From an optimization exercise on the open Yosys and OpenROAD flow, aimed at small area, a short achievable clock period and few clock cycles per item; shortcuts taken in it are not production practice. RTL that was checked went through simulation tests only; none was proved equivalent to the original. For run 2, only the layout was checked, not whether the RTL still works.

## flow/design.v (module list and top-level ports; edited modules follow where they fit)
// module cordic_vec_top: 3931 lines
module cordic_vec_top (
    input  logic clk,
    input  logic rst_n,
    input  logic in_valid,
    output logic in_ready,
    input  logic signed [15:0] x_start,
    input  logic signed [15:0] y_start,
    output logic out_valid,
    input  logic out_ready,
    output logic signed [15:0] mag,
    output logic signed [31:0] theta
);
  // ...
==> flow/flow/run.sh <==
#!/bin/bash
# Own flow: the standard synthesis and layout (standard.sh), but with the
# post-synthesis / post-CTS / post-route repair_timing aiming at a larger
# setup margin (the clock period and all constraints stay the design's).
set -euo pipefail
MARGIN=$(cat flow/margin.txt)
bash standard.sh synth > synth.log 2>&1
# same make command as standard.sh, with SETUP_SLACK_MARGIN raised
CMD=$(grep '^make ' standard.sh | sed -e 's/"\${@:-finish}"//' -e "s/SETUP_SLACK_MARGIN=[^ ]*//")
eval "$CMD SETUP_SLACK_MARGIN=$MARGIN finish" > layout.log 2>&1
RES=$(ls -d orfs/results/*/cordic_vec_top/base)
: # left out here: write the final layout as DEF
==> flow/flow/margin.txt <==
5.9
==> flow/standard.sh <==
#!/bin/bash
# synth_recipe.tcl (not shown) runs the flow's synth.tcl, then flattens the netlist and writes it again
# the make line also repeats each setting of config.mk as NAME=value (left out here)
make -C /OpenROAD-flow-scripts/flow DESIGN_CONFIG=/design/flow/config.mk WORK_HOME=/design/flow/orfs CLKGATE_MAP_FILE= SYNTH_SCRIPT=/design/flow/synth_recipe.tcl "${@:-finish}"
==> flow/config.mk <==
export PLATFORM = sky130hd
export DESIGN_NAME = cordic_vec_top
export DESIGN_NICKNAME = cordic_vec_top
export VERILOG_FILES = /design/flow/design.v
export SDC_FILE = /design/flow/constraint.sdc
export NUM_CORES = 4
export LEC_CHECK = 0
export ABC_CLOCK_PERIOD_IN_PS = 2000
export CAP_MARGIN = 20
export CORE_MARGIN = 2
export CORE_UTILIZATION = 40
export CTS_CLUSTER_DIAMETER = 90
export CTS_CLUSTER_SIZE = 25
export SETUP_SLACK_MARGIN = 5
export SLEW_MARGIN = 20
==> flow/constraint.sdc <==
create_clock -name core_clock -period 9.0 [get_ports {clk}]
set_input_delay 1.8000 -clock core_clock [delete_from_list [all_inputs] [get_ports {clk}]]
set_output_delay 1.8000 -clock core_clock [all_outputs]
set_load 0.01 [all_outputs]
==> summary.txt, run 1 <==
Top class by area - sequential cells
DR WL/cell - 16.15 um
final net count - 4189
fraction of area in registers - 45.04%
syn_nets - 4003
drt drc - 0
startpoint of the worst hold path - s2_q[1]
compound-cell area share of the yosys netlist - 7.877%
Slew headroom - 30.19%
deepest clock path buffer count - 3
R2R Path Start - s14_x[11]
total CTS buffers - 40
comb_multi_in - 2286
share of the yosys chip area belonging to registers - 50.58%
signal buffers share of area - 3.830%
GR Layer Usage met3 - 1.554%
Critical Path AT - 1.27 ns
# fillers - 9853
routed wl met3 - 1855 um
# clk buffers - 53
multi-input combinational area share - 42.49%
terminus of the critical flop-to-flop path - s15_mc
top flop regs - k_theta x32, o_theta x32, s15_zu x30
Area Overhead vs Synth - 12.32%
drt first-iter violations - 1112
hold buffer count at cts - 0
core area - 0.1084 sq mm
first-pass GRT wire length - 131300 um
worst-path fanout max - 1
Final Max Tran Viols - 0
Final Hold Violating Endpoints - 0
status - timing/DRC/antenna clean
most common library cell in the layout ignoring fill and taps - edfxtp_1
# diodes - 0
Clock Skew - 0.03300 ns
Fmax - 0.3259 GHz
WP depth - 1
Reg2Reg Setup Slack - 5.95 ns
Layout Cells excl Fill - 5048
Testbench counts, summed over its fixed seeds: cycles 16,136, items 16,000.
==> run 2: changes to the inputs <==
--- a/flow/design.v
+++ b/flow/design.v
@@ -5,27 +5,26 @@
     output logic in_ready,
     input  logic signed [15:0] x_start,
     input  logic signed [15:0] y_start,
     output logic out_valid,
     input  logic out_ready,
     output logic signed [15:0] mag,
     output logic signed [31:0] theta
 );
-    logic k_v, o_v, adv;
-    assign adv = ~k_v;
-    logic rdy_q;
-    assign in_ready = rdy_q;
-    logic o_en;
-    assign o_en = ~o_v | out_ready;
+    logic i_v, o_v, adv;
+    assign adv = ~o_v | out_ready;
+    assign in_ready = ~i_v;
+    logic [15:0] i_x, i_y;
+    always_ff @(posedge clk) if (~i_v) begin i_x <= x_start; i_y <= y_start; end
     logic [15:0] s0_x, s0_y;
     logic s0_v;
     logic [15:0] e_x, e_y;
-    assign e_x = x_start;
-    assign e_y = y_start;
+    assign e_x = i_v ? i_x : x_start;
+    assign e_y = i_v ? i_y : y_start;
     logic e_xn, e_yn, e_xz, e_yz, e_sf;
     assign e_xn = e_x[15]; assign e_yn = e_y[15];
     assign e_xz = (e_x == 16'd0); assign e_yz = (e_y == 16'd0);
     assign e_sf = (~e_xn & ~e_xz & ~e_yn) | (e_xn & (e_yn | e_yz));
     logic s0_cyn, s0_cxn, s0_d0;
     logic [1:0] s0_q;
     always_ff @(posedge clk) if (adv) begin
         s0_x <= e_x; s0_y <= e_y;
@@ -3886,46 +3885,40 @@
             s8_v <= 1'b0;
             s9_v <= 1'b0;
             s10_v <= 1'b0;
             s11_v <= 1'b0;
             s12_v <= 1'b0;
             s13_v <= 1'b0;
             s14_v <= 1'b0;
             s15_v <= 1'b0;
-            k_v <= 1'b0;
-            rdy_q <= 1'b1;
+            i_v <= 1'b0;
             o_v <= 1'b0;
         end else begin
             if (adv) begin
-                s0_v <= in_valid;
+                s0_v <= i_v | in_valid;
                 s1_v <= s0_v;
                 s2_v <= s1_v;
                 s3_v <= s2_v;
                 s4_v <= s3_v;
                 s5_v <= s4_v;
                 s6_v <= s5_v;
                 s7_v <= s6_v;
                 s8_v <= s7_v;
                 s9_v <= s8_v;
                 s10_v <= s9_v;
                 s11_v <= s10_v;
                 s12_v <= s11_v;
                 s13_v <= s12_v;
                 s14_v <= s13_v;
                 s15_v <= s14_v;
+                o_v <= s15_v;
             end
-            k_v <= ~o_en & (k_v | s15_v);
-            rdy_q <= o_en | ~(k_v | s15_v);
-            if (o_en) o_v <= k_v | s15_v;
+            i_v <= ~adv & (i_v | in_valid);
         end
     end
-    logic [15:0] k_mag, o_mag;
-    logic [31:0] k_theta, o_theta;
-    always_ff @(posedge clk) if (adv) begin k_mag <= f_mag; k_theta <= f_theta; end
-    always_ff @(posedge clk) if (o_en) begin
-        o_mag <= k_v ? k_mag : f_mag;
-        o_theta <= k_v ? k_theta : f_theta;
-    end
+    logic [15:0] o_mag;
+    logic [31:0] o_theta;
+    always_ff @(posedge clk) if (adv) begin o_mag <= f_mag; o_theta <= f_theta; end
     assign out_valid = o_v;
     assign mag = o_mag;
     assign theta = o_theta;
 endmodule
==> flow/flow/margin.txt (replaced) <==
5.8
==> flow/config.mk (replaced) <==
export PLATFORM = sky130hd
export DESIGN_NAME = cordic_vec_top
export DESIGN_NICKNAME = cordic_vec_top
export VERILOG_FILES = /design/flow/design.v
export SDC_FILE = /design/flow/constraint.sdc
export NUM_CORES = 4
export LEC_CHECK = 0
export ABC_CLOCK_PERIOD_IN_PS = 2000
export CAP_MARGIN = 20
export CORE_MARGIN = 2
export CORE_UTILIZATION = 40
export CTS_CLUSTER_DIAMETER = 80
export CTS_CLUSTER_SIZE = 20
export SETUP_SLACK_MARGIN = 5
export SLEW_MARGIN = 20
==> summary.txt, run 2 <==
status - timing/DRC/antenna clean (unchanged)
drt drc - 0 (unchanged)
Synth top area share - 47.64% (was 47.28%)
Critical Path AT - 1.43 ns (was 1.27 ns)
multi-input combinational cell area - 0.02026 sq mm (was 0.02080 sq mm)
top flop regs - o_theta x31, s15_zu x30, s15_zv x28 (was k_theta x32, o_theta x32, s15_zu x30)
Final Setup Violations - 0 (unchanged)
compound-cell area share of the yosys netlist - 7.540% (was 7.877%)
share of the yosys chip area belonging to registers - 50.17% (was 50.58%)
drt first-iter violations - 985 (was 1112)
I/O Buffers - 84 (was 85)
Final Max Tran Viols - 0 (unchanged)
Starting Density - 40.33% (was 40.20%)
initial antenna violation count - 0 (unchanged)
commonest cells in the netlist - 685 x edfxtp_1, 374 x ha_1, 317 x inv_1 (was 686 x edfxtp_1, 374 x ha_1, 309 x inv_1)
clock slew at the register clock pins of the worst setup and hold paths - 0.08 ns (was 0.10 ns)
Fin Setup TNS - 0 ns (unchanged)
Slew headroom - 43.27% (was 30.19%)
grt ovf - 0 (unchanged)
Max Cap Viol - 0 (unchanged)
syn_nets - 3925 (was 4003)
CP required - 7.20 ns (about the same)
I/O pins - 86 (unchanged)
slack of the critical path - 5.767 ns (was 5.932 ns)
post-synthesis cell type count - 91 (was 77)
Simple-Gate Fraction of Synth Area - 6.135% (was 6.490%)
CP max stage cell - dfrtp_2 (was edfxtp_1)
RSZ-0062 raised after global routing - yes (unchanged)
count leader, synth - edfxtp_1 (unchanged)
Clock Latency Late Sink - 0.66 ns (was 0.65 ns)
Worst path max stage delay - 0.43 ns (was 0.46 ns)
Detailed Place HPWL - 57680 um (was 59660 um)
DR WL/cell - 16.10 um (was 16.15 um)
root buf cell - clkbuf_16 (unchanged)
Slew @ Worst Pin - 0.8510 ns (was 1.047 ns)
Syn Inst Count - 3340 (was 3418)
adder-cell area share of the yosys netlist - 18.95% (was 18.78%)
deepest clock path buffer count - 3 (unchanged)
Mapped Area - 0.04318 sq mm (was 0.04357 sq mm)
sequential cell area - 0.02166 sq mm (was 0.02204 sq mm)
Min Clock Period, post-route - 3.233 ns (was 3.068 ns)
Synthesis Warnings - 1 (unchanged)
flops & latches, synth - 735 (was 753)
total global-route track usage - 14.34% (was 14.52%)
crit path launch type - flip-flop (unchanged)
hold crit path type - flip-flop to flip-flop (unchanged)
Setup CP Type - flip-flop to output port (unchanged)
commonest non-fill, non-tap cells in the layout - 685 x edfxtp_1, 371 x ha_1, 311 x xnor2_1, 307 x inv_1, 280 x xor2_1 (was 686 x edfxtp_1, 358 x ha_1, 302 x xnor2_1, 296 x inv_1, 278 x xor2_1)
CTS tree - built (unchanged)
cells along the critical path - buf_12, inv_1, clkbuf_2 (was buf_2)
post-synthesis mux area share - 1.669% (was 1.062%)
Hold Path Stages - 0 (unchanged)
DRT Pass-1 Iters - 5 (unchanged)
largest net degree at the start of global routing - 109 (was 169)
Layout Cells excl Fill - 4938 (was 5048)
Final Hold Violating Endpoints - 0 (unchanged)
# fillers - 9651 (was 9853)
Synth area leaders - edfxtp_1 48%, ha_1 11%, fa_1 8.1% (was edfxtp_1 47%, ha_1 11%, fa_1 8.0%)
final net count - 4091 (was 4189)
vias - 24000 (was 24730)
Fmax - 0.3093 GHz (was 0.3259 GHz)
highest routed layer - met4 (unchanged)
Min Hold Slack - 0.4064 ns (was 0.4022 ns)
metal2 WL - 39640 um (was 42570 um)
routed wl met3 - 2201 um (was 1855 um)
vias in the first global route - 24220 (was 24910)
max FFs per register - 31
syn avg cell area - 12.93 sq um (was 12.75 sq um)
main combinational cell family by area after synthesis - adder cells (unchanged)
# diodes - 0 (unchanged)
post-route antenna net violation count - 0 (unchanged)
vias per cell - 4.861 (was 4.899)
EDFF count, synth - 685 (was 686)
Synth area leader - edfxtp_1 (unchanged)
total CTS buffers - 48 (was 40)
Sink Count - 735 (was 753)
area share of xor/xnor cells in the synthesized design - 12.13% (was 11.90%)
Inst Count DP - 4779 (was 4862)
Vert. Die Dim - 332.5 um (was 334.0 um)
most common library cell in the layout ignoring fill and taps - edfxtp_1 (unchanged)
Worst Setup End Kind - output port (unchanged)
pre-CTS setup slack - 4.615 ns (was 5.283 ns)
Final GP Congestion - 0.8265 (was 0.8684)
Rows - 120 (was 121)
ratio of cells with drive above 1 in the final layout - 8.119% (was 10.54%)
Area Overhead vs Synth - 11.48% (was 12.32%)
WL met1 - 35600 um (was 35110 um)
Clock Skew - 0.04194 ns (was 0.03300 ns)
worst-path fanout max - 18 (was 1)
Final period util - 35.92% (was 34.09%)
Routed WL - 79500 um (was 81540 um)
first-pass GRT wire length - 128200 um (was 131300 um)
Async SR Flop Fraction - 2.449% (was 2.523%)
FF-to-FF path depth - 12 (was 9)
die area - 0.1106 sq mm (was 0.1116 sq mm)
core area - 0.1071 sq mm (was 0.1084 sq mm)
Synth Flop Type - edfxtp_1 (unchanged)
Die W - 332.5 um (was 334.0 um)
H-tree depth - 2 (unchanged)
Reg with most FFs - o_theta
## run 2: changes by cell type after synthesis, sizes merged, moves of 10 or more
cell	change
a211oi	-12
nand4	+10
mux2	+22
xnor2	+10
dfxtp	-16
o21ai	-25
nand2	-46
nor2	-23
## run 2: worst paths after layout
check,startpoint,to,slack [ns]
max,i_v,in_ready,5.77
min,s6_q[0],s7_q[0],0.41
max reg2reg,s0_cxn,s1_y[15],5.79
min reg2reg,s6_q[0],s7_q[0],0.41
max in group asynchronous,rst_n,i_v,6.84
min in group asynchronous,rst_n,s1_v,1.63
## run 2: worst max-delay path: cells and delay by family, from the launching register on
kind,cells,cell delay (ns)
flops,1,0.43
buf+inv,3,0.37
## run 2: through the flow
stage               area [sq um]  util (%)
global placement           45670     42.66
detailed placement         45670     42.66
finish                     48130     44.96
floorplan                  43210         -
global route               48130     44.96
CTS                        47580     44.45
## run 2: cells by family after synthesis
logic type | after synthesis
flip-flops | 735
XOR/XNOR | 597
adder cells (fa/ha/maj) | 549
AND/OR/NAND/NOR | 522
AO/OA/AOI/OAI | 490
buffers and inverters | 381
multiplexers | 65
other | 1
## run 2: layout make-up
cell class                      count  area share [%]
Multi-Input combinational cell   2226           42.10
Inverter                          319           2.493
Clock buffer                       61           2.714
Sequential cell                   735           45.01
Timing Repair Buffer              176           3.681
Tap cell                         1403           3.647
Clock inverter                     18          0.3510
## run 2: what timing repair did
item                                    4_1_cts  5_1_grt
hold buffers                                  0        0
cloned                                        5        2
buffers inserted                             33       40
gates resized for setup                      69       52
endpoints found under the setup margin      743       49
pin swaps                                     3       18
## run 2: metal layers
metal	up-vias	global-route usage [%]
li1	12140	-
met4	0	4.014
met3	106	2.046
met5	-	0
met1	11490	18.25
met2	271	25.37

-- what the ideal ports hide --
The results above use ideal ports. As a check the final layouts listed here were re-extracted and re-timed, cells and wires unchanged.
Step 1 assumes that a clkbuf_16 drives the clock port and a buf_2 every other input.
Step 2 adds t to the input delays and takes it off the output delays; t is the mean of the earliest and latest rising clock arrival at the registers after step 1. Input paths then give back, and output paths get back, about the clock's delay inside the block.
Slacks: ideal ports / drivers / drivers and shift; pairs: ideal ports / drivers.
run | shift t [ns] | slack for setup (ns) | pins driven straight from the clock port
run 1 | 0.693 | 5.932 / 5.866 / 5.595 | 1
run 2 | 0.705 | 5.767 / 5.702 / 5.219 | 1
After both steps every run listed still meets setup and hold. The setup slack of run 2, which loses most, moves by -0.065 ns with the drivers and by -0.548 ns with both steps.
